This is an optimization exercise on Yosys and OpenROAD, whose aim is small area, a short achievable clock period and few clock cycles per item, not a production implementation.
RTL that was checked went through simulation tests only; none was proved equivalent to the original.
Only the layout flow was run in runs 2 to 5 and 7; the RTL was not checked for function there.

## design/flow/config.mk

```make
export PLATFORM = sky130hd
export DESIGN_NAME = divider
export DESIGN_NICKNAME = divider
export VERILOG_FILES = /design/flow/design.v
export SDC_FILE = /design/flow/constraint.sdc
export NUM_CORES = 4
export LEC_CHECK = 0
export CAP_MARGIN = 20
export CORE_MARGIN = 2
export CORE_UTILIZATION = 45
export PLACE_DENSITY = 0.6
export SLEW_MARGIN = 20
```

## design/flow/constraint.sdc

```tcl
create_clock -name core_clock -period 5.5 [get_ports {i_sclk}]
set_input_delay 1.1000 -clock core_clock [delete_from_list [all_inputs] [get_ports {i_sclk}]]
set_output_delay 1.1000 -clock core_clock [all_outputs]
set_load 0.01 [all_outputs]
```

## design/flow/design.v

```verilog
`timescale 10ns / 100ps
module divider #
(
    parameter   DIVIDEND_BITDEPTH   = (8'd16                                      )  ,        
    parameter   DIVISOR_BITDEPTH    = (8'd16                                      )   ,
    parameter   DIVIDER_DIV         = (8'd2)        ,        
    parameter   DIVIDER_COUNT       = ((8'd16                                      ) / (8'd2)  )      ,        
    parameter   DIVIDER_REMAIN      = ((8'd16                                      ) % (8'd2)  )              
)(
    input                           i_rstn          ,
    input                           i_sclk          ,
    input                           i_input_valid   ,
    input   [DIVIDEND_BITDEPTH-1:0] i_dividend      ,
    input   [ DIVISOR_BITDEPTH-1:0] i_divisor       ,
    output                          o_output_valid  ,
    output  [DIVIDEND_BITDEPTH-1:0] o_quotient      ,
    output  [DIVIDEND_BITDEPTH-1:0] o_remainder     
);
    reg     [DIVIDER_COUNT-1:0]     r_input_valid_d;
    wire    w_vld_upd   =   i_input_valid || (|r_input_valid_d);
    always @(posedge i_sclk or negedge i_rstn) 
         if (!i_rstn)   r_input_valid_d <= {DIVIDER_COUNT{1'd0}};
    else if (w_vld_upd) r_input_valid_d <= {r_input_valid_d[DIVIDER_COUNT-2:0], i_input_valid};
    wire    [DIVIDEND_BITDEPTH:0]       w_dividend[0:DIVIDEND_BITDEPTH-1]   ;    
    wire    [DIVISOR_BITDEPTH-1:0]      w_divisor[0:DIVIDEND_BITDEPTH-1]    ;    
    wire    [DIVIDEND_BITDEPTH-1:0]     w_quotient                          ;
    wire    [DIVIDEND_BITDEPTH:0]       w_remainder[0:DIVIDEND_BITDEPTH-1]  ;    
    reg     [DIVIDEND_BITDEPTH:0]       r_dividend[0:DIVIDER_COUNT-1]       ;
    reg     [DIVISOR_BITDEPTH-1:0]      r_divisor[0:DIVIDER_COUNT-1]        ;
    reg     [DIVIDEND_BITDEPTH-1:0]     r_quotient[0:DIVIDER_COUNT-1]       ;
    reg     [DIVIDEND_BITDEPTH:0]       r_remainder[0:DIVIDER_COUNT-1]      ;
    wire    [DIVIDER_COUNT-1:0]         w_div_upd   ;
        assign w_dividend[0]  =   {{(DIVIDEND_BITDEPTH){1'd0}} , i_dividend[DIVIDEND_BITDEPTH-1]}               ; 
        assign w_divisor[0]   =   {{(DIVIDEND_BITDEPTH-DIVISOR_BITDEPTH){1'd0}}, i_divisor}                     ;
        assign w_quotient[1]  =   w_dividend[0] < w_divisor[0] ? 1'd0 : 1'd1                                    ;
        assign w_remainder[0] =   w_quotient[1] ? w_dividend[0] - w_divisor[0] : w_dividend[0]                  ;
        assign w_dividend[1]  =  {w_remainder[0], i_dividend[DIVIDEND_BITDEPTH-2]}                              ;    
        assign w_divisor[1]   =   {{(DIVIDEND_BITDEPTH-DIVISOR_BITDEPTH){1'd0}}, i_divisor}                     ;
        assign w_quotient[0]  =   w_dividend[1] < w_divisor[1] ? 1'd0 : 1'd1                                    ;
        assign w_remainder[1] =   w_quotient[0] ? w_dividend[1] - w_divisor[1] : w_dividend[1]                  ;
    always  @(posedge i_sclk or negedge i_rstn)
        if (!i_rstn) begin
            r_dividend[0]   <=  {(DIVIDEND_BITDEPTH+1){1'd0}}     ;
            r_divisor[0]    <=  {(DIVISOR_BITDEPTH){1'd0}}      ;
            r_quotient[0]   <=  {(DIVIDEND_BITDEPTH){1'd0}}     ;
            r_remainder[0]  <=  {(DIVIDEND_BITDEPTH+1){1'd0}}     ;
        end
    else if(i_input_valid)   begin
            r_dividend[0]   <=  {1'd0, i_dividend[DIVIDEND_BITDEPTH-1-DIVIDER_DIV:0] , {DIVIDER_DIV{1'd0}}}  ;
            r_divisor[0]    <=  w_divisor[0]                                                                 ;
            r_quotient[0]   <=  {{(DIVIDEND_BITDEPTH-DIVIDER_DIV){1'd0}}, w_quotient[DIVIDER_DIV-1:0]}       ;
            r_remainder[0]  <=  w_remainder[DIVIDER_DIV-1]                                                   ;
        end
    genvar i;
    generate for ( i = 0 ; i < DIVIDER_COUNT - 1 ; i=i+1) begin : loop_for_divider
        assign  w_div_upd[i] = r_input_valid_d[i]      ;
        assign w_dividend[(i+1)*DIVIDER_DIV]    = {r_remainder[i], r_dividend[i][DIVIDEND_BITDEPTH-1]}                                                          ;    
        assign w_divisor[(i+1)*DIVIDER_DIV]     = {{(DIVIDEND_BITDEPTH-DIVISOR_BITDEPTH){1'd0}}, r_divisor[i]}                                                  ;
        assign w_quotient[(i+1)*DIVIDER_DIV+1]  = w_dividend[(i+1)*DIVIDER_DIV] < w_divisor[(i+1)*DIVIDER_DIV] ? 1'd0 : 1'd1                                    ;
        assign w_remainder[(i+1)*DIVIDER_DIV]   = w_quotient[(i+1)*DIVIDER_DIV+1] ? w_dividend[(i+1)*DIVIDER_DIV] - w_divisor[(i+1)*DIVIDER_DIV]: 
                                                                                    w_dividend[(i+1)*DIVIDER_DIV]                                               ;
        assign w_dividend[(i+1)*DIVIDER_DIV+1]  = {w_remainder[(i+1)*DIVIDER_DIV], r_dividend[i][DIVIDEND_BITDEPTH-2]}                   ;    
        assign w_divisor[(i+1)*DIVIDER_DIV+1]   = {{(DIVIDEND_BITDEPTH-DIVISOR_BITDEPTH){1'd0}}, r_divisor[i]}                                                  ;
        assign w_quotient[(i+1)*DIVIDER_DIV]    = w_dividend[(i+1)*DIVIDER_DIV+1] < w_divisor[(i+1)*DIVIDER_DIV+1] ? 1'd0 : 1'd1                                ;
        assign w_remainder[(i+1)*DIVIDER_DIV+1] = w_quotient[(i+1)*DIVIDER_DIV] ? w_dividend[(i+1)*DIVIDER_DIV+1] - w_divisor[(i+1)*DIVIDER_DIV+1]: 
                                                                                  w_dividend[(i+1)*DIVIDER_DIV+1]                                               ;
        always  @(posedge i_sclk or negedge i_rstn)
        if (!i_rstn) begin
            r_dividend[i+1]   <=  {(DIVIDEND_BITDEPTH){1'd0}}       ;
            r_divisor[i+1]    <=  {(DIVIDEND_BITDEPTH){1'd0}}       ;
            r_quotient[i+1]   <=  {(DIVIDEND_BITDEPTH){1'd0}}       ;
            r_remainder[i+1]  <=  {(DIVIDEND_BITDEPTH){1'd0}}       ;
        end
        else if(w_div_upd[i])   begin
            r_dividend[i+1]   <=  {r_dividend[i][DIVIDEND_BITDEPTH:0] , {DIVIDER_DIV{1'd0}} }                                                                                          ; 
            r_divisor[i+1]    <=  r_divisor[i]                                                                                                                                           ;
            r_quotient[i+1]   <=  {{(DIVIDEND_BITDEPTH-(i+2)*DIVIDER_DIV){1'd0}}, r_quotient[i][(i+1)*DIVIDER_DIV-1:0], w_quotient[(i+1)*DIVIDER_DIV+DIVIDER_DIV-1:(i+1)*DIVIDER_DIV]}   ;
            r_remainder[i+1]  <=  w_remainder[(i+1)*DIVIDER_DIV+(DIVIDER_DIV-1)]                                                                                                         ;
        end
    end
    endgenerate
    assign          o_output_valid  =   r_input_valid_d[DIVIDER_COUNT-1] ;
    assign          o_quotient      =   r_quotient[DIVIDER_COUNT-1]      ;
    assign          o_remainder     =   r_remainder[DIVIDER_COUNT-1]     ;
endmodule
```

## design/flow/run.sh

```bash
#!/bin/bash
# synth_recipe.tcl (not shown) runs the flow's synth.tcl, then flattens the netlist and writes it again
# the make line also repeats each setting of config.mk as NAME=value (left out here)
make -C /OpenROAD-flow-scripts/flow DESIGN_CONFIG=/design/flow/config.mk WORK_HOME=/design/flow/orfs CLKGATE_MAP_FILE= SYNTH_SCRIPT=/design/flow/synth_recipe.tcl finish
```

==> results.cfg, run 1 <==
[run_status]
status = timing/DRC/antenna clean

[sta]
rsz0062_at_grt = false
hold_viol = 0
fin_ws_ps = 297
setup_violations = 0
relSlewSlack_pct = 41.1
report.final.slew_viol_count = 0
tightest_slew_ps = 884
finalCriticalPeriod_ps = 5200
max_freq_mhz = 192
timing.final.crit_share_pct = 94.6
clock_skew_ps = 24.7
fin_tns_setup_ps = 0

[floorplan]
initial_core_util_pct = 45.5
die-area_um2 = 61500
placementRows = 89
core_um2 = 58900
die_y_um = 248
die_width_um = 248
ioPinCount = 68

[cts]
clk_latency_ps = 600
clock-sinks = 376
htreeDepth = 2
root_buffer = clkbuf_16
clk_pin_slew_ps = 60
cts_tree = done
postCtsHoldBufs = 0
numCtsBuffers = 44
clockBufferDepth = 3

[drt]
drc = 0
wl_per_cell_um = 17.7
wl_um = 67900
num_vias = 21700
viasPerCell = 5.66
drt_pass1_iterations = 6
ant_nets = 0
drt_iter0_drc = 1213

[synthesis]
synthMuxAreaShare_pct = 9.58
avgSynthCellArea_um2 = 9.06
synth_top_family_by_area = compound AO/OA/AOI/OAI gates
synth_edf_count = 0
synth_area_leaders = dfrtp_1 (35%), ha_1 (11%), mux2_2 (7.1%)
synth_seq_cells = 376
synth_simple_gate_area_share_pct = 13.5
yosysWarnings = 5
synth_fa_ha_area_share_pct = 12.4
ys.flop_type = dfrtp_1
seq_area_frac_synth_pct = 35.1
synth.distinct_cells = 86
synth.top_cell.area_share_pct = 35.1
ys_async_sr_fraction_pct = 100
synth_compound_area_share_pct = 19.6
yosys.area.top_type = dfrtp_1
synth_xor_xnor_area_share_pct = 5.14
netlist_instances = 2954
synth_area_um2 = 26800

[placement]
post-dp-hpwl_um = 51500
place_congestion = 0.886
place_ws_ps = 28.6
port_buffers = 67

[critical_path]
path_max_fanout = 16
worstPathArrival_ps = 5720
crit_path_cell_trace = inv_1, ha_1, nor2b_1, o31a_1, o311ai_4, o211ai_1, a211oi_2, o21ai_4, mux2_2, ha_1, or3_1, o31ai_2, a31oi_2, o211ai_1, nand2b_1, a31o_1, buf_12, mux2_1, a21oi_1
crit_path_end_kind = flip-flop
worstSetupStartpointType = flip-flop
crit_type = flip-flop to flip-flop
r2r-start = r_divisor[1][1]$_DFFE_PN0P_
r2r-end = r_remainder[2][0]$_DFFE_PN0P_
worstRegToRegCells = 19
max_stage_delay_ps = 440
critPathRequiredTime_ps = 6020
cpMaxStageDelayCell = dfrtp_2
r2r_setup_slack_ps = 300

[layout]
drive_above_1_share_pct = 11.6
nNetsFinal = 3309
n_antenna_cell = 0
nFillCells = 5426
utilization_pct = 51.2
layout_common_cells = dfrtp_1 (368), nand2_1 (268), o21ai_0 (255), ha_1 (242), nor2_1 (221)
final_common_cell = dfrtp_1
area_growth_pct = 12.7

[job]
maxCapViolCount = 0

[grt]
grt_pass1_vias = 21600
groute.usage.overall_pct = 22.3
grt_max_degree = 120
grt_overflow = 0
antenna_found_initial = 1
grt_first_pass_wirelength_um = 112000

[worst_hold_path]
worstHoldPathType = primary input to async pin
worst max-delay path by stage:
stage,from,endpoint
after floorplan,r_divisor[2][1]$_DFFE_PN0P_,r_remainder[3][10]$_DFFE_PN0P_
after global placement,r_divisor[1][1]$_DFFE_PN0P_,r_remainder[2][0]$_DFFE_PN0P_
after detailed placement,r_divisor[1][1]$_DFFE_PN0P_,r_remainder[2][0]$_DFFE_PN0P_
after CTS,r_divisor[1][1]$_DFFE_PN0P_,r_remainder[2][0]$_DFFE_PN0P_
after global routing,r_divisor[1][1]$_DFFE_PN0P_,r_remainder[2][0]$_DFFE_PN0P_
final,r_divisor[1][1]$_DFFE_PN0P_,r_remainder[2][0]$_DFFE_PN0P_
layer usage:
| metal | vias up | global-route usage [%] | wire, µm |
|---|---|---|---|
| met5 | - | 0 | 26 |
| met1 | 10600 | 29.0 | 30700 |
| li1 | 10700 | - | - |
| met2 | 315 | 39.2 | 33600 |
| met3 | 101 | 2.56 | 2010 |
| met4 | 4 | 5.76 | 1510 |
area by class of cell:
type	instances	area [µm²]	area share, %
Clock buffer	58	1240	4.12
Clock inverter	24	372	1.23
Inverter	204	766	2.54
Multi-Input combinational cell	2270	16200	53.8
Sequential cell	376	9420	31.2
Tap cell	773	967	3.20
Timing Repair Buffer	121	1180	3.90
repair_timing:
action | in CTS | in global routing
gates resized for setup | 0 | 16
endpoints found under the hold margin | 0 | 0
endpoints found under the setup margin | 0 | 78
buffers inserted | 0 | 2
cell usage after synthesis (8+ instances only):
| library cell | number |
|---|---|
| inv_1 | 202 |
| o31ai_1 | 18 |
| or2_2 | 12 |
| clkbuf_1 | 83 |
| nor3_1 | 46 |
| a31oi_1 | 55 |
| a21o_1 | 53 |
| and2_1 | 10 |
| a211oi_1 | 17 |
| ha_1 | 242 |
| o21bai_1 | 12 |
| o211ai_1 | 23 |
| or3_1 | 21 |
| o21a_1 | 55 |
| a21oi_1 | 203 |
| and3_1 | 19 |
| xor2_1 | 56 |
| nor2b_1 | 51 |
| fa_1 | 15 |
| nand2b_1 | 33 |
| buf_1 | 13 |
| o21ai_0 | 257 |
| nor2_1 | 221 |
| o2111ai_1 | 8 |
| mux2_2 | 169 |
| a22o_1 | 9 |
| mux2i_1 | 56 |
| a21boi_0 | 15 |
| nand2_1 | 269 |
| xnor2_1 | 101 |
| nor4_1 | 12 |
| nand3_1 | 53 |
| a211o_1 | 10 |
| o31a_1 | 11 |
| nand4_1 | 14 |
| dfrtp_1 | 376 |
cell families (layout without fill, tap and decap cells):
| group | count (synthesis) | in the layout |
|---|---|---|
| flip-flops | 376 | 376 |
| other | 1 | 7 |
| AO/OA/AOI/OAI | 830 | 830 |
| XOR/XNOR | 157 | 157 |
| adder cells (fa/ha/maj) | 257 | 257 |
| AND/OR/NAND/NOR | 786 | 786 |
| multiplexers | 233 | 233 |
| buffers and inverters | 314 | 407 |
critical path, delay by kind of cell, from the launching register on:
kind                     cells  cell delay (ps)
buffers and inverters        2              290
flip-flops                   1              440
AND/OR/NAND/NOR              3              620
adder cells (fa/ha/maj)      2              550
multiplexers                 2              670
AO/OA/AOI/OAI               10             2570
registers in the layout, summed over array words and instances, names as in the netlist:
register,count
r_remainder,128
r_divisor,112
r_quotient,72
r_dividend,56
r_input_valid_d,8
metrics by stage:
stage          std cells  instance area [µm²]  hold WS [ps]
3_3_place_gp        3742                28500           461
5_1_grt             3826                30200           502
2_1_floorplan       2960                26800           447
6_report            3826                30200           476
3_5_place_dp        3742                28500           468
4_1_cts             3824                30100           478
Testbench counts, summed over its fixed seeds: cycles 16,064, items 16,000.
==> inputs of run 2 (changes only) <==
==> design/flow/design.v (replaced) <==
`timescale 10ns / 100ps
module divider #
(
    parameter   [16:0] REGMASK = (17'b1_1010_1010_1010_1000)
)(
    input           i_rstn          ,
    input           i_sclk          ,
    input           i_input_valid   ,
    input   [15:0]  i_dividend      ,
    input   [15:0]  i_divisor       ,
    output          o_output_valid  ,
    output  [15:0]  o_quotient      ,
    output  [15:0]  o_remainder
);
    wire    [15:0]  w_rem [0:16];
    wire    [15:0]  w_aq  [0:16];    
    wire    [15:0]  w_dvs [0:16];
    wire    [16:0]  w_vld;
    wire    [15:0]  s_rem [0:16];
    wire    [15:0]  s_aq  [0:16];
    wire    [15:0]  s_dvs [0:16];
    wire    [16:0]  s_vld;
    assign w_rem[0] = 16'd0;
    assign w_aq[0]  = i_dividend;
    assign w_dvs[0] = i_divisor;
    assign w_vld[0] = i_input_valid;
    genvar k;
    generate for (k = 0; k <= 16; k = k + 1) begin : stage
        if (k >= 1) begin : row
            wire    [k-1:0] x  = (k == 1) ? s_aq[k-1][15] : {s_rem[k-1][k-2 >= 0 ? k-2 : 0:0], s_aq[k-1][15]};
            wire    [k-1:0] bl = s_dvs[k-1][k-1:0];
            wire    [k:0]   d  = {1'b0, x} - {1'b0, bl};
            wire            hz = (k == 16) ? 1'b1 : ~|(s_dvs[k-1] >> k);
            wire            q  = hz & ~d[k];
            wire    [k-1:0] r  = q ? d[k-1:0] : x;
            assign w_rem[k] = {{(16-k){1'b0}}, r};
            assign w_aq[k]  = {s_aq[k-1][14:0], q};
            assign w_dvs[k] = s_dvs[k-1];
            assign w_vld[k] = s_vld[k-1];
        end
        if (REGMASK[k]) begin : pipe
            reg         r_vld;
            reg [15:0]  r_aq;
            always @(posedge i_sclk or negedge i_rstn)
                if (!i_rstn) r_vld <= 1'b0;
                else         r_vld <= w_vld[k];
            always @(posedge i_sclk)
                r_aq <= w_aq[k];
            assign s_vld[k] = r_vld;
            assign s_aq[k]  = r_aq;
            if (k >= 1) begin : rem
                reg [k-1:0] r_rem;
                always @(posedge i_sclk)
                    r_rem <= w_rem[k][k-1:0];
                assign s_rem[k] = {{(16-k){1'b0}}, r_rem};
            end else begin : norem
                assign s_rem[k] = 16'd0;
            end
            if (k < 16) begin : dvs
                reg [15:0] r_dvs;
                always @(posedge i_sclk)
                    r_dvs <= w_dvs[k];
                assign s_dvs[k] = r_dvs;
            end else begin : nodvs
                assign s_dvs[k] = 16'd0;
            end
        end else begin : thru
            assign s_vld[k] = w_vld[k];
            assign s_aq[k]  = w_aq[k];
            assign s_rem[k] = w_rem[k];
            assign s_dvs[k] = w_dvs[k];
        end
    end
    endgenerate
    assign o_output_valid = s_vld[16];
    assign o_quotient     = s_aq[16];
    assign o_remainder    = s_rem[16];
endmodule
==> results.cfg, run 2 <==
[synthesis]
yosys.area.top_type = dfxtp_1
avgSynthCellArea_um2 = 10.6
seq_area_frac_synth_pct = 46.1
synth_area_leaders = dfxtp_1 (45%), ha_1 (12%), mux2_2 (6.9%)
netlist_instances = 1348
synth.top_cell.area_share_pct = 44.7
synth_edf_count = 0
ys_async_sr_fraction_pct = 2.45
synth_seq_cells = 327
synth_common_cells = dfxtp_1 (319), inv_1 (141), ha_1 (135), mux2_2 (87), nor2_1 (72)
synth.most_common_cell = dfxtp_1
synth.distinct_cells = 82
synth_area_um2 = 14300
yosysWarnings = 1
ys.flop_type = dfxtp_1

[critical_path]
path_buf_inv = 2
crit_type = flip-flop to flip-flop
cp.depth = 18
crit_path_end_kind = flip-flop
path_max_fanout = 12
critPathRequiredTime_ps = 5890
max_stage_delay_ps = 470
crit_path_cell_trace = ha_1, inv_1, fa_1, a21o_1, a22o_1, o211ai_1, a21o_1, nor2_1, a21oi_1, inv_1, ha_1, nor2b_1, o31ai_2, a21oi_1, a31o_2, o211a_1, nor2_2, mux2_2
cpMaxStageDelayCell = nor2_2
worstSetupStartpointType = flip-flop
worstRegToRegCells = 18
worstPathArrival_ps = 5310
critPathTopFamily = compound AO/OA/AOI/OAI gates

[floorplan]
placementRows = 65
ioPinCount = 68
die-area_um2 = 33200
die_width_um = 182
initial_core_util_pct = 45.5
core_um2 = 31400
die_y_um = 182

[drt]
viasPerCell = 5.10
drc = 0
drt_pass1_iterations = 7
num_vias = 9561
ant_nets = 0
drt_iter0_drc = 431
wl_per_cell_um = 13.8
wl_um = 25900

[cts]
htreeDepth = 2
clock-sinks = 327
cts_tree = done
postCtsHoldBufs = 0
cts-resized-gates = 0
clockBufferDepth = 3
clk_latency_ps = 520
numCtsBuffers = 36
clk_pin_slew_ps = 50
root_buffer = clkbuf_16
cts_post_setup_buffers_inserted = 0

[layout]
n_antenna_cell = 0
nNetsFinal = 1633
largest_reg_flops = 128
final_common_cell = dfxtp_1
top_regs = stage.pipe.r_aq: 128 flops, stage.pipe.dvs.r_dvs: 112 flops, stage.pipe.rem.r_rem: 79 flops
area_growth_pct = 16.7
utilization_pct = 53.1
layout_common_cells = dfxtp_1 (319), inv_1 (141), ha_1 (135), mux2_2 (87), nor2_1 (72)
largest-register = stage.pipe.r_aq
drive_above_1_share_pct = 13.0

[placement]
post-dp-hpwl_um = 20000
place_congestion = 0.876
port_buffers = 67

[sta]
tightest_slew_ps = 995
fin_tns_setup_ps = 0
timing.final.crit_share_pct = 89.5
setup_violations = 0
max_freq_mhz = 203
hold_viol = 0
report.final.slew_viol_count = 0
finalCriticalPeriod_ps = 4920
clock_skew_ps = 21.8
relSlewSlack_pct = 33.2
rsz0062_at_grt = false

[grt]
grt_use_met1_pct = 17.6
grt_pass1_vias = 9651
antenna_found_initial = 0
grt_overflow = 0
top_usage_layer = met2
groute.usage.overall_pct = 15.8
grtUsageMet2_pct = 30.1
grt_max_degree = 18
grt_first_pass_wirelength_um = 43800
met3_usage_pct = 2.59

[worst_hold_path]
hold_depth = 0
worstHoldPathType = flip-flop to flip-flop

[job]
maxCapViolCount = 0

[run_status]
status = timing/DRC/antenna clean
run 2: changes by cell type in the layout (fill, tap and decap cells not counted), sizes merged, moves of 50 or more:
cell,before,now
ha,242,135
inv,205,146
dfrtp,376,8
o21ai,263,70
mux2,176,95
dfxtp,0,319
nor2,221,73
nand2,269,41
xnor2,101,51
a21oi,203,60
run 2: metrics by stage:
step	worst slack, ps	cell area, µm²	instances	hold WS, ps
2_1_floorplan	985	14300	1348	310
3_3_place_gp	262	15400	1812	310
3_5_place_dp	202	15400	1812	312
4_1_cts	563	16700	1876	324
5_1_grt	255	16700	1876	330
6_report	579	16700	1876	322
run 2: final timing paths:
kind,startpoint,end,slack (ps)
max in group asynchronous,i_rstn,stage[9].pipe.r_vld$_DFF_PN0_,4370
hold reg to reg,stage[7].pipe.r_aq[7]$_DFF_P_,stage[9].pipe.r_aq[9]$_DFF_P_,320
setup / recovery,stage[13].pipe.dvs.r_dvs[0]$_DFF_P_,stage[15].pipe.rem.r_rem[4]$_DFF_P_,580
hold / removal,stage[7].pipe.r_aq[7]$_DFF_P_,stage[9].pipe.r_aq[9]$_DFF_P_,320
min in group asynchronous,i_rstn,stage[16].pipe.r_vld$_DFF_PN0_,870
setup reg to reg,stage[13].pipe.dvs.r_dvs[0]$_DFF_P_,stage[15].pipe.rem.r_rem[4]$_DFF_P_,580
run 2: logic make-up after synthesis:
family                   synth area share, %
multiplexers                            9.10
AO/OA/AOI/OAI                           12.5
adder cells (fa/ha/maj)                 13.9
buffers and inverters                   4.31
XOR/XNOR                                4.96
AND/OR/NAND/NOR                         9.13
flip-flops                              46.1
run 2: cell type report:
type / instances / area (µm²)
Sequential cell: 327 / 6590
Multi-Input combinational cell: 866 / 7090
Clock buffer: 40 / 916
Timing Repair Buffer: 74 / 723
Fill cell: 2799 / 14700
Clock inverter: 24 / 317
Tap cell: 402 / 503
Inverter: 143 / 537
run 2: layer usage:
metal / vias up / part of all wire [%]
met3: 65 / 3.1
met1: 4435 / 43
met4: 0 / 2.6
met5: - / 0
met2: 150 / 52
li1: 4911 / -
==> inputs of run 3 (changes only) <==
--- a/design/flow/config.mk
+++ b/design/flow/config.mk
@@ -5,8 +5,10 @@
 export SDC_FILE = /design/flow/constraint.sdc
 export NUM_CORES = 4
 export LEC_CHECK = 0
+export ABC_CLOCK_PERIOD_IN_PS = 2000
 export CAP_MARGIN = 20
 export CORE_MARGIN = 2
 export CORE_UTILIZATION = 45
 export PLACE_DENSITY = 0.6
+export SETUP_SLACK_MARGIN = 3.3
 export SLEW_MARGIN = 20
==> results.cfg, run 3 <==
[floorplan]
die_y_um = 182
core_um2 = 31400
initial_core_util_pct = 45.5
die-area_um2 = 33200
ioPinCount = 68
placementRows = 65
die_width_um = 182

[sta]
relSlewSlack_pct = 66.6
setup_violations = 0
rsz0062_at_grt = true
holdWs_ps = 321
max_freq_mhz = 240
fin_tns_setup_ps = 0
timing.final.crit_share_pct = 75.9
tightest_slew_ps = 488
hold_viol = 0
report.final.slew_viol_count = 0
finalCriticalPeriod_ps = 4170
clock_skew_ps = 14.2

[critical_path]
crit_path_cell_trace = inv_2, ha_4, inv_2, fa_2, a21o_1, a22o_1, o211ai_1, a21o_4, buf_6, nor2_4, a21oi_2, inv_1, ha_1, nor2b_4, o31ai_4, a21oi_2, a31o_4, o211a_4, nor2_4, clkbuf_16, mux2_4
r2r-end = stage[15].pipe.rem.r_rem[14]$_DFF_P_
r2r_setup_slack_ps = 1330
worstPathArrival_ps = 4580
max_stage_delay_ps = 330
crit_path_end_kind = flip-flop
r2r-start = stage[13].pipe.r_aq[15]$_DFF_P_
critPathTopFamily = compound AO/OA/AOI/OAI gates
critPathRequiredTime_ps = 5910
crit_type = flip-flop to flip-flop
worstSetupStartpointType = flip-flop
worstRegToRegCells = 21
cpMaxStageDelayCell = fa_2
path_max_fanout = 6
path_buf_inv = 5

[synthesis]
synth_edf_count = 0
synth_seq_cells = 327
netlist_instances = 1348
synth.distinct_cells = 82
synth_area_um2 = 14300
yosys.area.top_type = dfxtp_1
synth_common_cells = dfxtp_1 (319), inv_1 (141), ha_1 (135), mux2_2 (87), nor2_1 (72)
synth.top_cell.area_share_pct = 44.7
yosysWarnings = 1
ys_async_sr_fraction_pct = 2.45
seq_area_frac_synth_pct = 46.1
synth.most_common_cell = dfxtp_1
ys.flop_type = dfxtp_1
synth_area_leaders = dfxtp_1 (45%), ha_1 (12%), mux2_2 (6.9%)
avgSynthCellArea_um2 = 10.6

[grt]
grt_first_pass_wirelength_um = 47900
grt_max_degree = 15
antenna_found_initial = 0
grt_pass1_vias = 10400
groute.usage.overall_pct = 17.3
grt_overflow = 0

[layout]
area_growth_pct = 34.7
final_common_cell = dfxtp_1
largest-register = stage.pipe.r_aq
n_antenna_cell = 0
top_regs = stage.pipe.r_aq: 128 flops, stage.pipe.dvs.r_dvs: 112 flops, stage.pipe.rem.r_rem: 79 flops
nFillCells = 2538
layout_common_cells = dfxtp_1 (298), inv_1 (119), ha_1 (102), buf_4 (99), nor2_1 (64)
largest_reg_flops = 128
post_layout_nonfiller_instances = 2013
nNetsFinal = 1769
drive_above_1_share_pct = 32.9

[cts]
cts_tree = done
clock-sinks = 327
clk_latency_ps = 520
clk_pin_slew_ps = 60
root_buffer = clkbuf_16
numCtsBuffers = 36
clockBufferDepth = 3
postCtsHoldBufs = 0
htreeDepth = 2

[drt]
viasPerCell = 5.02
ant_nets = 0
wl_um = 29200
drt_iter0_drc = 374
drt_pass1_iterations = 4
drc = 0
wl_per_cell_um = 14.5
num_vias = 10100

[placement]
port_buffers = 67
post-dp-hpwl_um = 20400
placed_cells = 1811
place_congestion = 0.794

[run_status]
status = timing/DRC/antenna clean

[worst_hold_path]
holdPathEnd = stage[7].pipe.r_aq[14]$_DFF_P_
worstHoldPathType = flip-flop to flip-flop
hold_depth = 0
hold_path_startpoint = stage[5].pipe.r_aq[12]$_DFF_P_

[job]
maxCapViolCount = 0
## run 3: cell counts after synthesis
Identical to the previous run, type by type.
## run 3: area by class of cell
| class | instances | area, µm² | share of cell area, % |
|---|---|---|---|
| Clock buffer | 46 | 978 | 5.08 |
| Clock inverter | 19 | 313 | 1.62 |
| Inverter | 143 | 552 | 2.87 |
| Multi-Input combinational cell | 868 | 8420 | 43.7 |
| Sequential cell | 327 | 6620 | 34.4 |
| Tap cell | 402 | 503 | 2.61 |
| Timing Repair Buffer | 207 | 1860 | 9.68 |
| Timing Repair inverter | 1 | 7.51 | 0.0390 |
## run 3: what timing repair did
action / 4_1_cts / 5_1_grt
setup buffers: 93 / 39
endpoints found under the setup margin: 124 / 113
gates cloned: 4 / 1
resized for setup: 202 / 120
pin swaps: 73 / 72
endpoints found under the hold margin: 0 / 0
## run 3: cells by family (layout without fill, tap and decap cells)
logic type / Yosys count / after routing / share of synthesized area [%]
multiplexers: 115 / 115 / 9.10
AO/OA/AOI/OAI: 267 / 269 / 12.5
flip-flops: 327 / 327 / 46.1
adder cells (fa/ha/maj): 150 / 150 / 13.9
AND/OR/NAND/NOR: 253 / 253 / 9.13
buffers and inverters: 155 / 416 / 4.31
XOR/XNOR: 81 / 81 / 4.96
## run 3: worst max-delay path by stage
| stage | endpoint | cells after the start | startpoint | slack, ps |
|---|---|---|---|---|
| after floorplan | stage[3].pipe.rem.r_rem[2]$_DFF_P_ | 15 | i_divisor[6] | 1190 |
| after global placement | stage[3].pipe.rem.r_rem[2]$_DFF_P_ | 16 | i_divisor[6] | 600 |
| after detailed placement | stage[3].pipe.rem.r_rem[2]$_DFF_P_ | 16 | i_divisor[6] | 520 |
| after CTS | stage[15].pipe.rem.r_rem[4]$_DFF_P_ | 20 | stage[13].pipe.r_aq[15]$_DFF_P_ | 1330 |
| after global routing | stage[15].pipe.rem.r_rem[14]$_DFF_P_ | 21 | stage[13].pipe.r_aq[15]$_DFF_P_ | 1200 |
| final | stage[15].pipe.rem.r_rem[14]$_DFF_P_ | 21 | stage[13].pipe.r_aq[15]$_DFF_P_ | 1330 |
## run 3: metrics by stage
step	setup WS [ps]	util, %	cell area [µm²]
final	1330	61.3	19300
after global routing	1200	61.3	19300
after CTS	1330	59.2	18600
after detailed placement	518	50.8	15900
after global placement	597	50.8	15900
after floorplan	1190	-	14800
## run 3: per-layer routing
layer / part of all wire [%] / vias to the layer above / GRT usage, % / wire length [µm]
met5: 0 / - / 0 / 0
met4: 2.1 / 0 / 5.29 / 602
met3: 2.9 / 45 / 2.93 / 854
met2: 54 / 137 / 34.3 / 15800
met1: 41 / 4743 / 18.6 / 11900
li1: - / 5180 / - / -
==> inputs of run 4 (changes only) <==
--- a/design/flow/design.v
+++ b/design/flow/design.v
@@ -1,7 +1,7 @@
 `timescale 10ns / 100ps
 module divider #
 (
-    parameter   [16:0] REGMASK = (17'b1_1010_1010_1010_1000)
+    parameter   [16:0] REGMASK = (17'b1_1111_1111_1111_1000)
 )(
     input           i_rstn          ,
     input           i_sclk          ,
--- a/design/flow/config.mk
+++ b/design/flow/config.mk
@@ -5,7 +5,7 @@
 export SDC_FILE = /design/flow/constraint.sdc
 export NUM_CORES = 4
 export LEC_CHECK = 0
-export ABC_CLOCK_PERIOD_IN_PS = 2000
+export ABC_CLOCK_PERIOD_IN_PS = 2200
 export CAP_MARGIN = 20
 export CORE_MARGIN = 2
 export CORE_UTILIZATION = 45
==> results.cfg, run 4 <==
[run_status]
status = timing/DRC/antenna clean

[grt]
grt_overflow = 0
grt_max_degree = 17
antenna_found_initial = 0
grt_pass1_vias = 12300
groute.usage.overall_pct = 15.1
grt_first_pass_wirelength_um = 54900

[synthesis]
synth.top_cell.area_share_pct = 58.2
synth.most_common_cell = dfxtp_1
ys_async_sr_fraction_pct = 2.42
synth_common_cells = dfxtp_1 (565), inv_1 (185), ha_1 (135), o21ai_0 (106), nand2_1 (81)
seq_area_frac_synth_pct = 60.0
netlist_instances = 1687
synth_seq_cells = 579
synth_area_um2 = 19400
synth_area_leaders = dfxtp_1 (58%), ha_1 (8.7%), inv_1 (3.6%)
ys.flop_type = dfxtp_1
yosysWarnings = 1
synth_edf_count = 0
synth.distinct_cells = 72
avgSynthCellArea_um2 = 11.5
yosys.area.top_type = dfxtp_1

[sta]
relSlewSlack_pct = 56.8
setup_violations = 0
max_freq_mhz = 305
fin_ws_ps = 2220
finalCriticalPeriod_ps = 3280
tightest_slew_ps = 649
hold_viol = 0
clock_skew_ps = 29.9
timing.final.crit_share_pct = 59.6
fin_tns_setup_ps = 0
rsz0062_at_grt = true
holdWs_ps = 310
report.final.slew_viol_count = 0

[cts]
htreeDepth = 2
postCtsHoldBufs = 0
clock-sinks = 579
cts_tree = done
numCtsBuffers = 56
clk_pin_slew_ps = 60
root_buffer = clkbuf_16
clockBufferDepth = 3
clk_latency_ps = 610

[critical_path]
path_max_fanout = 5
crit_path_end_kind = flip-flop
critPathRequiredTime_ps = 6030
crit_type = primary input to flip-flop
worstSetupStartpointType = primary input
worstPathArrival_ps = 3810
r2r_setup_slack_ps = 2790

[drt]
drt_pass1_iterations = 4
drc = 0
wl_um = 33900
num_vias = 12200
drt_iter0_drc = 338
wl_per_cell_um = 13.4
met2_length_um = 18600
wl_met3_um = 1310
highest_layer = met4
ant_nets = 0
viasPerCell = 4.80
drt-met1-wl_um = 12300

[layout]
n_antenna_cell = 0
area_growth_pct = 27.7
nNetsFinal = 2092
drive_above_1_share_pct = 26.4
final_common_cell = dfxtp_1
nFillCells = 3470
layout_common_cells = dfxtp_1 (538), inv_1 (173), ha_1 (102), buf_4 (73), nand2_1 (65)
seqCellArea_um2 = 11700
largest-register = stage.pipe.r_aq
largest_reg_flops = 224
top_regs = stage.pipe.r_aq: 224 flops, stage.pipe.dvs.r_dvs: 208 flops, stage.pipe.rem.r_rem: 133 flops
multi_input_area_um2 = 8250

[job]
maxCapViolCount = 0

[placement]
post-dp-hpwl_um = 21900
port_buffers = 67
place_congestion = 0.811
place_ws_ps = 844

[floorplan]
core_um2 = 42900
ioPinCount = 68
die-area_um2 = 44900
die_y_um = 212
placementRows = 76
die_width_um = 212
initial_core_util_pct = 45.3

[worst_hold_path]
worstHoldPathType = flip-flop to flip-flop
-- run 4: cell count changes after synthesis, moves of 12 or more --
cell and delta:
dfxtp_1 +246, a21oi_1 +17, nor2_1 -12, mux2_2 -33, nand2_1 +40, inv_1 +44
o21ai_0 +40, nor3_1 -19
-- run 4: kinds of logic after synthesis --
group	Yosys count	share of synthesized area (%)
flops	579	60.0
compound gates	309	9.91
simple gates	284	7.43
buf+inv	201	3.96
fa+ha+maj	150	10.2
mux	84	4.85
xor+xnor	80	3.61
-- run 4: area by class of cell --
class,count,share of cell area [%]
inverters,185,2.81
repair buffers,174,6.12
clock buffers,71,6.04
well taps,585,2.95
flip-flops and latches,579,47.1
clock inverters,34,1.70
multi-input cells,911,33.2
-- run 4: metal layers --
layer | vias up | global-route usage (%)
met5 | - | 0
met4 | 0 | 8.91
met3 | 101 | 3.38
met2 | 215 | 29.8
met1 | 5717 | 13.9
li1 | 6158 | -
-- run 4: through the flow --
| step | instance area, µm² | std cells | utilization (%) |
|---|---|---|---|
| floorplan | 19600 | 1687 | - |
| detailed placement | 21000 | 2329 | 49.0 |
| global route | 24800 | 2539 | 57.9 |
| finish | 24800 | 2539 | 57.9 |
| CTS | 24000 | 2506 | 55.9 |
| global placement | 21000 | 2329 | 49.0 |
-- run 4: path summary, 6_finish.rpt --
check,from,end,cells past startpoint
max,i_divisor[1],stage[3].pipe.rem.r_rem[2]$_DFF_P_,15
min,stage[5].pipe.r_aq[8]$_DFF_P_,stage[6].pipe.r_aq[9]$_DFF_P_,0
max reg2reg,stage[13].pipe.r_aq[15]$_DFF_P_,stage[14].pipe.rem.r_rem[6]$_DFF_P_,12
min reg2reg,stage[5].pipe.r_aq[8]$_DFF_P_,stage[6].pipe.r_aq[9]$_DFF_P_,0
max in group asynchronous,i_rstn,stage[16].pipe.r_vld$_DFF_PN0_,1
min in group asynchronous,i_rstn,stage[5].pipe.r_vld$_DFF_PN0_,1
-- run 4: worst max-delay path: stages --
cell	delay, ps
dlygate4sd2_1	310
or2_4	310
nor3_4	220
nand2_1	90
o21ai_2	70
fa_2	280
nor2_2	70
nor4b_2	210
a21oi_1	70
o22a_1	240
ha_4	300
o21ai_4	60
a21oi_4	220
nor2_1	90
a21oi_1	170
-- run 4: what timing repair did --
action | in CTS | in global routing
setup endpoints to repair | 173 | 133
pin swaps | 65 | 87
resized for setup | 334 | 166
gates cloned | 8 | 2
buffers inserted | 64 | 31
==> inputs of run 5 (changes only) <==
==> design/flow/config.mk (replaced) <==
export PLATFORM = sky130hd
export DESIGN_NAME = divider
export DESIGN_NICKNAME = divider
export VERILOG_FILES = /design/flow/design.v
export SDC_FILE = /design/flow/constraint.sdc
export NUM_CORES = 4
export LEC_CHECK = 0
export CAP_MARGIN = 20
export CORE_MARGIN = 2
export CORE_UTILIZATION = 45
export PLACE_DENSITY = 0.6
export SLEW_MARGIN = 20
==> results.cfg, run 5 <==
[run_status]
status = timing/DRC/antenna clean

[critical_path]
worstPathArrival_ps = 4890
r2r-end = stage[15].pipe.rem.r_rem[3]$_DFF_P_
cpMostUsedCell = o21ai_0
path_max_fanout = 5
max_stage_delay_ps = 460
r2r-start = stage[14].pipe.dvs.r_dvs[1]$_DFF_P_
worstSetupStartpointType = primary input
crit_type = primary input to flip-flop
crit_path_end_kind = flip-flop
r2r_setup_slack_ps = 2250
worstRegToRegCells = 8
critPathRequiredTime_ps = 6050
crit_path_cell_trace = clkdlybuf4s50_1, nor4_1, nand4_1, nor3_1, o21ai_0, fa_1, nor3_1, nand2_1, o21ai_0, inv_1, ha_1, nor2b_1, o21ai_0, a21oi_1, mux2i_1
cpMaxStageDelayCell = fa_1

[sta]
report.final.slew_viol_count = 0
relSlewSlack_pct = 39.6
setup_violations = 0
holdWs_ps = 295
hold_viol = 0
rsz0062_at_grt = false
tightest_slew_ps = 906
finalCriticalPeriod_ps = 4340
clock_skew_ps = 38.5
timing.final.crit_share_pct = 79.0
max_freq_mhz = 230
fin_tns_setup_ps = 0

[layout]
largest-register = stage.pipe.r_aq
layout_common_cells = dfxtp_1 (565), inv_1 (185), ha_1 (135), o21ai_0 (106), nand2_1 (81)
area_growth_pct = 18.1
final_common_cell = dfxtp_1
nFillCells = 3677
largest_reg_flops = 224
multi_input_area_um2 = 7020
drive_above_1_share_pct = 9.51
nNetsFinal = 1990
n_antenna_cell = 0
top_regs = stage.pipe.r_aq: 224 flops, stage.pipe.dvs.r_dvs: 208 flops, stage.pipe.rem.r_rem: 133 flops
utilization_pct = 53.5
seqCellArea_um2 = 11700

[worst_hold_path]
worstHoldPathType = flip-flop to flip-flop
hold_depth = 0
holdPathEnd = stage[5].pipe.r_aq[9]$_DFF_P_
hold_path_startpoint = stage[4].pipe.r_aq[8]$_DFF_P_

[synthesis]
synth_area_um2 = 19400
synth.top_cell.area_share_pct = 58.2
yosysWarnings = 1
synth.most_common_cell = dfxtp_1
synth_seq_cells = 579
netlist_instances = 1687
synth.distinct_cells = 72
ys_async_sr_fraction_pct = 2.42
synth_area_leaders = dfxtp_1 (58%), ha_1 (8.7%), inv_1 (3.6%)
seq_area_frac_synth_pct = 60.0
synth_edf_count = 0
ys.flop_type = dfxtp_1
avgSynthCellArea_um2 = 11.5
yosys.area.top_type = dfxtp_1
synth_common_cells = dfxtp_1 (565), inv_1 (185), ha_1 (135), o21ai_0 (106), nand2_1 (81)

[floorplan]
ioPinCount = 68
die-area_um2 = 44900
core_um2 = 42900
die_y_um = 212
placementRows = 76
die_width_um = 212
initial_core_util_pct = 45.3

[cts]
clockBufferDepth = 3
clock-sinks = 579
cts_tree = done
cts_post_setup_buffers_inserted = 0
numCtsBuffers = 57
cts-resized-gates = 0
clk_latency_ps = 620
root_buffer = clkbuf_16
postCtsHoldBufs = 0
htreeDepth = 2
clk_pin_slew_ps = 60

[drt]
drt_iter0_drc = 355
drc = 0
wl_per_cell_um = 12.0
wl_um = 29300
num_vias = 11400
viasPerCell = 4.69
drt_pass1_iterations = 4
ant_nets = 0

[grt]
antenna_found_initial = 0
grt_max_degree = 31
grt_first_pass_wirelength_um = 49800
top_usage_layer = met2
groute.usage.overall_pct = 13.4
grt_use_met1_pct = 13.0
grt_pass1_vias = 11400
grtUsageMet2_pct = 26.9
grt_overflow = 0
met3_usage_pct = 3.14

[job]
maxCapViolCount = 0

[placement]
post-dp-hpwl_um = 21600
port_buffers = 67
place_congestion = 0.789
## run 5: metrics by stage
step	instances	cell area, µm²	setup WS [ps]
2_1_floorplan	1687	19400	1540
3_3_place_gp	2331	20800	622
3_5_place_dp	2331	20800	518
4_1_cts	2436	22900	1180
5_1_grt	2436	22900	845
6_report	2436	22900	1160
## run 5: worst max-delay path: cells and delay by family
kind	cells	cell delay [ps]
AO/OA/AOI/OAI	4	830
adder cells (fa/ha/maj)	2	740
buffers and inverters	2	510
AND/OR/NAND/NOR	6	1480
multiplexers	1	230
## run 5: worst max path at each step
stage	startpoint	end	slack, ps	cells past startpoint
after detailed placement	i_divisor[4]	stage[3].pipe.rem.r_rem[1]$_DFF_P_	520	15
after CTS	i_divisor[4]	stage[3].pipe.rem.r_rem[0]$_DFF_P_	1180	15
after floorplan	i_divisor[4]	stage[3].pipe.rem.r_rem[1]$_DFF_P_	1540	14
final	i_divisor[4]	stage[3].pipe.rem.r_rem[0]$_DFF_P_	1160	15
after global routing	i_divisor[4]	stage[3].pipe.rem.r_rem[2]$_DFF_P_	850	16
after global placement	i_divisor[11]	stage[3].pipe.rem.r_rem[1]$_DFF_P_	620	15
## run 5: cells by family after synthesis
kind of cell	share of synthesized area [%]
fa+ha+maj	10.2
simple gates	7.43
mux	4.85
xor+xnor	3.61
compound gates	9.91
flops	60.0
buf+inv	3.96
## run 5: area by class of cell
type / instances / area share (%)
sequential: 579 / 50.8
clock buffer: 78 / 6.87
timing repair buffer: 75 / 3.18
clock inverter: 27 / 2.31
inverter: 185 / 3.03
multi-input combinational: 907 / 30.6
tap: 585 / 3.19
## run 5: per-layer routing
| layer | share of wire [%] | up-vias |
|---|---|---|
| li1 | - | 5930 |
| met1 | 39 | 5307 |
| met2 | 55 | 137 |
| met3 | 3.5 | 62 |
| met4 | 2.8 | 0 |
| met5 | 0 | - |
==> inputs of run 6 (changes only) <==
--- a/design/flow/design.v
+++ b/design/flow/design.v
@@ -1,7 +1,7 @@
 `timescale 10ns / 100ps
 module divider #
 (
-    parameter   [16:0] REGMASK = (17'b1_1111_1111_1111_1000)
+    parameter   [16:0] REGMASK = (17'b1_1111_1111_1111_1110)
 )(
     input           i_rstn          ,
     input           i_sclk          ,
--- a/design/flow/config.mk
+++ b/design/flow/config.mk
@@ -5,8 +5,10 @@
 export SDC_FILE = /design/flow/constraint.sdc
 export NUM_CORES = 4
 export LEC_CHECK = 0
+export ABC_CLOCK_PERIOD_IN_PS = 2600
 export CAP_MARGIN = 20
 export CORE_MARGIN = 2
 export CORE_UTILIZATION = 45
 export PLACE_DENSITY = 0.6
+export SETUP_SLACK_MARGIN = 2.9
 export SLEW_MARGIN = 20
==> results.cfg, run 6 <==
[synthesis]
synthMuxAreaShare_pct = 2.96
synth.distinct_cells = 69
synth_area_leaders = dfxtp_1 (61%), ha_1 (8.1%), inv_1 (3.4%)
seq_area_frac_synth_pct = 62.5
synth_seq_cells = 648
synth_compound_area_share_pct = 10.2
synth_area_um2 = 20900
synth.top_cell.area_share_pct = 60.6
netlist_instances = 1813
yosysWarnings = 1
ys_async_sr_fraction_pct = 2.47
synth_fa_ha_area_share_pct = 9.53
synth_edf_count = 0
avgSynthCellArea_um2 = 11.5
yosys.area.top_type = dfxtp_1
synth_simple_gate_area_share_pct = 7.72
synth.most_common_cell = dfxtp_1
synth_xor_xnor_area_share_pct = 3.11
ys.flop_type = dfxtp_1
synth_top_family_by_area = compound AO/OA/AOI/OAI gates
synth_common_cells = dfxtp_1 (632), inv_1 (189), ha_1 (135), nand2_1 (113), o21ai_0 (107)

[sta]
fin_ws_ps = 2880
hold_viol = 0
max_freq_mhz = 381
setup_violations = 0
timing.final.crit_share_pct = 47.7
rsz0062_at_grt = true
finalCriticalPeriod_ps = 2620
relSlewSlack_pct = 55.8
report.final.slew_viol_count = 0
fin_tns_setup_ps = 0
holdWs_ps = 313
clock_skew_ps = 17.9
tightest_slew_ps = 660

[job]
maxCapViolCount = 0

[critical_path]
worstSetupStartpoint = stage[15].pipe.r_aq[15]$_DFF_P_
r2r_setup_slack_ps = 2880
worstPathArrival_ps = 3110
worstSetupStartpointType = flip-flop
r2r-end = stage[16].pipe.rem.r_rem[4]$_DFF_P_
endpoint = stage[16].pipe.rem.r_rem[4]$_DFF_P_
critPathRequiredTime_ps = 5990
path_max_fanout = 8
worstRegToRegCells = 10
crit_path_end_kind = flip-flop
crit_type = flip-flop to flip-flop
r2r-start = stage[15].pipe.r_aq[15]$_DFF_P_

[layout]
drive_above_1_share_pct = 13.3
largest-register = stage.pipe.r_aq
top_regs = stage.pipe.r_aq: 256 flops, stage.pipe.dvs.r_dvs: 240 flops, stage.pipe.rem.r_rem: 136 flops
area_growth_pct = 21.2
largest_reg_flops = 256
final_common_cell = dfxtp_1
fin_area_um2 = 25300
n_antenna_cell = 0
seqCellArea_um2 = 13100
layout_common_cells = dfxtp_1 (627), inv_1 (187), ha_1 (132), nand2_1 (109), o21ai_0 (95)
nFillCells = 3737
nNetsFinal = 2152
multi_input_area_um2 = 7390

[floorplan]
die_width_um = 219
die-area_um2 = 48100
die_y_um = 219
core_um2 = 45600
placementRows = 78
initial_core_util_pct = 45.8
ioPinCount = 68

[cts]
cts_tree = done
root_buffer = clkbuf_16
clockBufferDepth = 3
clk_latency_ps = 610
clk_pin_slew_ps = 60
numCtsBuffers = 66
postCtsHoldBufs = 0
clock-sinks = 648
htreeDepth = 3

[worst_hold_path]
worstHoldPathType = flip-flop to flip-flop

[grt]
grt_max_degree = 24
grt_pass1_vias = 12500
antenna_found_initial = 0
grt_overflow = 0
groute.usage.overall_pct = 15.3
grt_first_pass_wirelength_um = 58500

[drt]
wl_um = 35800
drc = 0
num_vias = 12500
viasPerCell = 4.78
ant_nets = 0
wl_per_cell_um = 13.7
drt_pass1_iterations = 5
drt_iter0_drc = 399

[placement]
placed_cell_area_um2 = 22200
place_ws_ps = 2420
post-dp-hpwl_um = 24800
port_buffers = 67
place_congestion = 0.851

[run_status]
status = timing/DRC/antenna clean
==> run 6: how the worst min path moves through the flow <==
| stage | startpoint | end | slack (ps) | cells past startpoint |
|---|---|---|---|---|
| 2_1_floorplan | stage[9].pipe.r_aq[9]$_DFF_P_ | stage[10].pipe.r_aq[10]$_DFF_P_ | 310 | 0 |
| 3_3_place_gp | stage[1].pipe.r_aq[1]$_DFF_P_ | stage[2].pipe.r_aq[2]$_DFF_P_ | 310 | 0 |
| 3_5_place_dp | stage[10].pipe.r_aq[0]$_DFF_P_ | stage[11].pipe.r_aq[1]$_DFF_P_ | 310 | 0 |
| 4_1_cts | stage[4].pipe.r_aq[14]$_DFF_P_ | stage[5].pipe.r_aq[15]$_DFF_P_ | 320 | 0 |
| 5_1_grt | stage[4].pipe.r_aq[0]$_DFF_P_ | stage[5].pipe.r_aq[1]$_DFF_P_ | 320 | 0 |
| 6_report | stage[4].pipe.r_aq[14]$_DFF_P_ | stage[5].pipe.r_aq[15]$_DFF_P_ | 310 | 0 |
==> run 6: cell families (layout without fill, tap and decap cells) <==
group / Yosys count / count (layout)
AO/OA/AOI/OAI: 336 / 338
XOR/XNOR: 74 / 74
adder cells (fa/ha/maj): 150 / 150
buffers and inverters: 209 / 410
flip-flops: 648 / 648
multiplexers: 55 / 55
AND/OR/NAND/NOR: 341 / 341
==> run 6: area by class of cell <==
class                           count  area share, %
Clock buffer                       91           7.62
Timing Repair Buffer              103           4.09
Inverter                          190           2.83
Multi-Input combinational cell    958           29.2
Sequential cell                   648           51.7
Clock inverter                     26           1.63
Tap cell                          600           2.97
==> run 6: worst max-delay path: stages (launching register included) <==
cell and delay (ps):
dfxtp_2 320, inv_2 60, ha_4 130, fa_2 230
nor2b_4 50, o31a_1 340, o311ai_4 310, a31oi_2 160
a311o_2 450, buf_12 160, mux2_4 290
==> run 6: per-layer routing <==
layer | vias to the layer above | part of all wire [%] | track usage [%] | wire, µm
li1 | 6439 | - | - | -
met1 | 5795 | 42 | 17.2 | 15100
met2 | 183 | 51 | 27.3 | 18200
met3 | 77 | 4.2 | 3.49 | 1500
met4 | 0 | 2.8 | 6.96 | 1000
met5 | - | 0 | 0 | 0
==> run 6: metrics by stage <==
| step | std cells | util, % |
|---|---|---|
| finish | 2616 | 55.5 |
| global route | 2616 | 55.5 |
| CTS | 2599 | 54.7 |
| detailed placement | 2466 | 48.7 |
| global placement | 2466 | 48.7 |
| floorplan | 1813 | - |
==> run 6: timing repair <==
action                     4_1_cts  5_1_grt
setup endpoints to repair       84       84
setup buffers                   14       12
gates resized for setup         55       65
pin swaps                       15       27
cloned                           2        5
Testbench counts of run 6, summed over its fixed seeds: cycles 16,128, items 16,000.
==> inputs of run 7 (changes only) <==
--- a/design/flow/design.v
+++ b/design/flow/design.v
@@ -1,7 +1,7 @@
 `timescale 10ns / 100ps
 module divider #
 (
-    parameter   [16:0] REGMASK = (17'b1_1111_1111_1111_1110)
+    parameter   [16:0] REGMASK = (17'b1_1111_1111_1010_1010)
 )(
     input           i_rstn          ,
     input           i_sclk          ,
==> results.cfg, run 7 <==
[grt]
groute.usage.overall_pct = 15.8
grt_pass1_vias = 12100
antenna_found_initial = 0
grt_first_pass_wirelength_um = 56600
grt_max_degree = 16
grt_overflow = 0

[placement]
placed_cells = 2251
port_buffers = 67
place_ws_ps = 1800
post-dp-hpwl_um = 24400
place_congestion = 0.838

[synthesis]
synthMuxAreaShare_pct = 7.59
synth_seq_cells = 537
yosysWarnings = 1
synth_area_leaders = dfxtp_1 (55%), ha_1 (8.8%), mux2_2 (5.4%)
synth.distinct_cells = 70
synth_xor_xnor_area_share_pct = 3.12
synth_top_family_by_area = compound AO/OA/AOI/OAI gates
netlist_instances = 1664
synth.top_cell.area_share_pct = 54.9
synth_simple_gate_area_share_pct = 7.02
ys.flop_type = dfxtp_1
synth_compound_area_share_pct = 11.2
synth_edf_count = 0
avgSynthCellArea_um2 = 11.5
synth_area_um2 = 19100
synth_common_cells = dfxtp_1 (524), inv_1 (174), ha_1 (135), mux2_2 (91), nor2_1 (86)
yosys.area.top_type = dfxtp_1
ys_async_sr_fraction_pct = 2.42
seq_area_frac_synth_pct = 56.6
synth.most_common_cell = dfxtp_1
synth_fa_ha_area_share_pct = 10.4

[critical_path]
crit_path_cell_trace = inv_2, ha_4, inv_2, fa_2, a211oi_2, o21bai_1, a21oi_2, nor3_4, mux2i_2, ha_1, nor2b_1, o21a_1, o21a_1, o31a_1, o31a_4, mux2_4
path_max_fanout = 7
crit_path_end_kind = flip-flop
max_stage_delay_ps = 360
crit_type = flip-flop to flip-flop
critPathTopFamily = compound AO/OA/AOI/OAI gates
worstSetupStartpointType = flip-flop
worstPathArrival_ps = 4000
cpMaxStageDelayCell = fa_2
critPathRequiredTime_ps = 5980
path_buf_inv = 2

[layout]
largest-register = stage.pipe.r_aq
top_regs = stage.pipe.r_aq: 208 flops, stage.pipe.dvs.r_dvs: 192 flops, stage.pipe.rem.r_rem: 124 flops
layout_common_cells = dfxtp_1 (512), inv_1 (165), ha_1 (128), nor2_1 (83), mux2_2 (82)
nNetsFinal = 2012
final_common_cell = dfxtp_1
multi_input_area_um2 = 7980
drive_above_1_share_pct = 18.5
seqCellArea_um2 = 10800
area_growth_pct = 22.2
post_layout_nonfiller_instances = 2406
largest_reg_flops = 208
n_antenna_cell = 0
nFillCells = 3551

[cts]
cts_tree = done
root_buffer = clkbuf_16
htreeDepth = 2
clk_latency_ps = 590
numCtsBuffers = 55
clockBufferDepth = 3
clk_pin_slew_ps = 60
clock-sinks = 537

[floorplan]
die_width_um = 210
core_um2 = 41900
placementRows = 75
die_y_um = 210
ioPinCount = 68
initial_core_util_pct = 45.5
die-area_um2 = 44100

[drt]
drt_pass1_iterations = 4
drc = 0
wl_per_cell_um = 14.3
num_vias = 11800
wl_um = 34400
drt_iter0_drc = 393
viasPerCell = 4.91
ant_nets = 0

[sta]
finalCriticalPeriod_ps = 3520
clock_skew_ps = 11.4
fin_ws_ps = 1980
relSlewSlack_pct = 59.8
report.final.slew_viol_count = 0
setup_violations = 0
fin_tns_setup_ps = 0
timing.final.crit_share_pct = 64.0
rsz0062_at_grt = true
tightest_slew_ps = 597
max_freq_mhz = 284
hold_viol = 0

[worst_hold_path]
worstHoldPathType = flip-flop to flip-flop

[job]
maxCapViolCount = 0

[run_status]
status = timing/DRC/antenna clean
## run 7: cell count changes in the layout (fill, tap and decap cells not counted), moves of 10 or more
cell       delta
xor2_1       -18
nand2_1      -65
mux2i_1      +18
buf_4        +22
clkbuf_16    -11
xnor2_1      +12
mux2_4       +12
o21a_1       +10
inv_1        -22
dfxtp_1     -115
o21ai_0      -47
mux2_2       +45
## run 7: logic make-up (layout without fill, tap and decap cells)
kind of cell / after synthesis / count (layout)
buffers and inverters: 196 / 399
XOR/XNOR: 68 / 68
AND/OR/NAND/NOR: 269 / 269
flip-flops: 537 / 537
adder cells (fa/ha/maj): 150 / 150
multiplexers: 130 / 130
AO/OA/AOI/OAI: 314 / 314
## run 7: through the flow
stage | util, % | hold WS (ps) | instance area, µm²
2_1_floorplan | - | 310 | 19200
3_3_place_gp | 48.7 | 310 | 20400
3_5_place_dp | 48.7 | 312 | 20400
4_1_cts | 54.7 | 315 | 23000
5_1_grt | 55.7 | 318 | 23300
6_report | 55.7 | 319 | 23300
## run 7: layout make-up
class | instances | area share (%)
clock inverters | 28 | 1.92
clock buffers | 69 | 6.65
flip-flops and latches | 537 | 46.4
repair buffers | 125 | 5.05
well taps | 539 | 2.89
repair inverters | 1 | 0.0268
inverters | 176 | 2.88
multi-input cells | 931 | 34.2
## run 7: routing by layer
layer	GRT usage, %	vias to the layer above	share of wire, %	wire, µm
met3	3.34	87	3.4	1160
li1	-	6064	-	-
met4	7.75	0	3.8	1320
met5	0	-	0	0
met1	16.0	5496	39	13300
met2	30.5	168	54	18700
## run 7: what timing repair did
| item | in CTS | in global routing |
|---|---|---|
| hold buffers | 0 | 0 |
| setup endpoints to repair | 107 | 112 |
| setup buffers | 39 | 17 |
| gates cloned | 0 | 2 |
| hold endpoints to repair | 0 | 0 |
| pin swaps | 23 | 33 |
| resized for setup | 57 | 63 |
## run 7: worst paths after layout
check                                          startpoint                                 end  slack, ps  depth (start not counted)
setup reg to reg           stage[5].pipe.r_aq[15]$_DFF_P_  stage[7].pipe.rem.r_rem[2]$_DFF_P_       1980                         16
max in group asynchronous                          i_rstn      stage[14].pipe.r_vld$_DFF_PN0_       4290                          1
hold / removal             stage[8].pipe.r_aq[11]$_DFF_P_      stage[9].pipe.r_aq[12]$_DFF_P_        320                          0
setup / recovery           stage[5].pipe.r_aq[15]$_DFF_P_  stage[7].pipe.rem.r_rem[2]$_DFF_P_       1980                         16
hold reg to reg            stage[8].pipe.r_aq[11]$_DFF_P_      stage[9].pipe.r_aq[12]$_DFF_P_        320                          0
min in group asynchronous                          i_rstn       stage[3].pipe.r_vld$_DFF_PN0_        860                          1
==> inputs of run 8 (changes only) <==
--- a/design/flow/design.v
+++ b/design/flow/design.v
@@ -1,7 +1,7 @@
 `timescale 10ns / 100ps
 module divider #
 (
-    parameter   [16:0] REGMASK = (17'b1_1111_1111_1010_1010)
+    parameter   [16:0] REGMASK = (17'b1_1111_1111_1111_1110)
 )(
     input           i_rstn          ,
     input           i_sclk          ,
==> design/flow/config.mk (replaced) <==
export PLATFORM = sky130hd
export DESIGN_NAME = divider
export DESIGN_NICKNAME = divider
export VERILOG_FILES = /design/flow/design.v
export SDC_FILE = /design/flow/constraint.sdc
export NUM_CORES = 4
export LEC_CHECK = 0
export ABC_CLOCK_PERIOD_IN_PS = 1000
export CAP_MARGIN = 20
export CORE_MARGIN = 2
export CORE_UTILIZATION = 45
export PLACE_DENSITY = 0.6
export SETUP_SLACK_MARGIN = 3.0
export SLEW_MARGIN = 20
==> results.cfg, run 8 <==
[drt]
wl_per_cell_um = 13.9
ant_nets = 0
drc = 0
num_vias = 12600
drt_iter0_drc = 520
wl_um = 36600
viasPerCell = 4.80

[sta]
finalCriticalPeriod_ps = 2590
max_freq_mhz = 385
tightest_slew_ps = 694
relSlewSlack_pct = 53.3
report.final.slew_viol_count = 0
clock_skew_ps = 19.1
setup_violations = 0
rsz0062_at_grt = true
fin_tns_setup_ps = 0

[layout]
area_growth_pct = 22.4
final_common_cell = dfxtp_1
largest-register = stage.pipe.r_aq
largest_reg_flops = 256
drive_above_1_share_pct = 15.4
nFillCells = 3741
multi_input_area_um2 = 7520
n_antenna_cell = 0

[synthesis]
synth_seq_cells = 648
synth_common_cells = dfxtp_1 (632), inv_1 (189), ha_1 (135), nand2_1 (113), o21ai_0 (107)
yosys.area.top_type = dfxtp_1
synth_xor_xnor_area_share_pct = 3.11
synth_simple_gate_area_share_pct = 7.72
avgSynthCellArea_um2 = 11.5
synth_edf_count = 0
synth_area_um2 = 20900
seq_area_frac_synth_pct = 62.5
ys.flop_type = dfxtp_1
ys_async_sr_fraction_pct = 2.47
netlist_instances = 1813
synth.distinct_cells = 69
synth_area_leaders = dfxtp_1 (61%), ha_1 (8.1%), inv_1 (3.4%)
synthMuxAreaShare_pct = 2.96
synth.top_cell.area_share_pct = 60.6

[placement]
port_buffers = 67
place_congestion = 0.851

[critical_path]
critPathRequiredTime_ps = 5990
crit_path_end_kind = flip-flop
cpMaxStageDelayCell = a311o_2
worstSetupStartpointType = flip-flop
max_stage_delay_ps = 440
crit_path_cell_trace = inv_2, ha_4, fa_2, nor2b_4, o31a_1, o311ai_4, a31oi_2, a311o_2, buf_12, mux2_4

[grt]
grt_max_degree = 23
antenna_found_initial = 0
grt_first_pass_wirelength_um = 59300

[cts]
clk_pin_slew_ps = 60
cts_tree = done
clockBufferDepth = 3
postCtsHoldBufs = 0
clk_latency_ps = 610
root_buffer = clkbuf_16

[worst_hold_path]
worstHoldPathType = flip-flop to flip-flop

[run_status]
status = timing/DRC/antenna clean

[floorplan]
initial_core_util_pct = 45.8
core_um2 = 45600
placementRows = 78
ioPinCount = 68
run 8: stage by stage:
step	hold WS (ps)	setup WS [ps]	util (%)	instance area (µm²)	std cells
after floorplan	310	3010	-	20900	1813
after global placement	310	2440	48.7	22200	2466
after detailed placement	312	2420	48.7	22200	2466
after CTS	317	2880	54.9	25000	2608
after global routing	322	2820	56.0	25500	2630
final	314	2910	56.0	25500	2630
run 8: cell type report:
type                    count  area share (%)
clock buffers              91            7.54
clock inverters            26            1.61
inverters                 190            2.81
multi-input cells         958            29.4
flip-flops and latches    648            51.2
well taps                 600            2.94
repair buffers            117            4.48
run 8: cells by family after synthesis:
group                    after synthesis
buffers and inverters                209
AND/OR/NAND/NOR                      341
multiplexers                          55
adder cells (fa/ha/maj)              150
flip-flops                           648
XOR/XNOR                              74
AO/OA/AOI/OAI                        336
run 8: critical path: cells and delay by family (launching register included):
family          cells  cell delay (ps)
compound gates      4             1250
fa+ha+maj           2              360
flops               1              320
mux                 1              290
buf+inv             2              220
simple gates        1               50
run 8: layer usage:
metal | routed length, µm | GRT usage, % | part of all wire, %
met5 | 0 | 0 | 0
met4 | 1090 | 7.16 | 3.0
met3 | 1500 | 3.51 | 4.1
met2 | 18500 | 27.4 | 51
met1 | 15500 | 17.7 | 42
run 8: final timing paths:
check                                                       to  cells after the start                            start  slack [ps]
hold / removal                  stage[5].pipe.r_aq[15]$_DFF_P_                      0   stage[4].pipe.r_aq[14]$_DFF_P_         310
setup / recovery           stage[16].pipe.rem.r_rem[4]$_DFF_P_                     10  stage[15].pipe.r_aq[15]$_DFF_P_        2910
setup reg to reg           stage[16].pipe.rem.r_rem[4]$_DFF_P_                     10  stage[15].pipe.r_aq[15]$_DFF_P_        2910
max in group asynchronous        stage[7].pipe.r_vld$_DFF_PN0_                      1                           i_rstn        4170
hold reg to reg                 stage[5].pipe.r_aq[15]$_DFF_P_                      0   stage[4].pipe.r_aq[14]$_DFF_P_         310
min in group asynchronous       stage[15].pipe.r_vld$_DFF_PN0_                      1                           i_rstn         900
run 8: what timing repair did:
item                       4_1_cts  5_1_grt
setup endpoints to repair      145       94
hold endpoints to repair         0        0
buffers inserted                20       18
gates cloned                     5        4
resized for setup              110       88
pin swaps                       25       36
Testbench counts of run 8, summed over its fixed seeds: cycles 16,128, items 16,000.

## what the ideal ports hide
In the flow no input, the clock included, has a driving cell. The finished layouts below were timed again as built, in two steps. Step 1: set_driving_cell puts a clkbuf_16 on i_sclk and a buf_2 on each other input, an assumption about the parent block. Step 2, shift: input delay + t, output delay - t, t = (earliest + latest rising clock arrival at the registers) / 2. This alone moves slack from input paths to output paths. a / b / c = ideal / step 1 / step 2; a / b = the first two.
| run | t (ns) | slack for setup (ns) | worst data-port slew with drivers (ns) |
|---|---|---|---|
| run 1 | 0.645 | 0.297 / 0.297 / 0.167 | 0.05 |
| run 2 | 0.566 | 0.579 / 0.579 / 0.264 | 0.03 |
| run 3 | 0.567 | 1.327 / 1.327 / 1.057 | 0.04 |
| run 4 | 0.652 | 2.220 / 2.247 / 1.595 | 0.06 |
| run 5 | 0.652 | 1.157 / 1.190 / 0.538 | 0.04 |
| run 6 | 0.653 | 2.878 / 2.878 / 2.878 | 0.04 |
| run 7 | 0.641 | 1.982 / 1.982 / 1.982 | 0.04 |
| run 8 | 0.651 | 2.906 / 2.906 / 2.906 | 0.04 |
After both steps setup and hold are still met in every run listed. The setup slack of run 4, which loses most, moves by +0.027 ns with the drivers and by -0.625 ns with both steps.
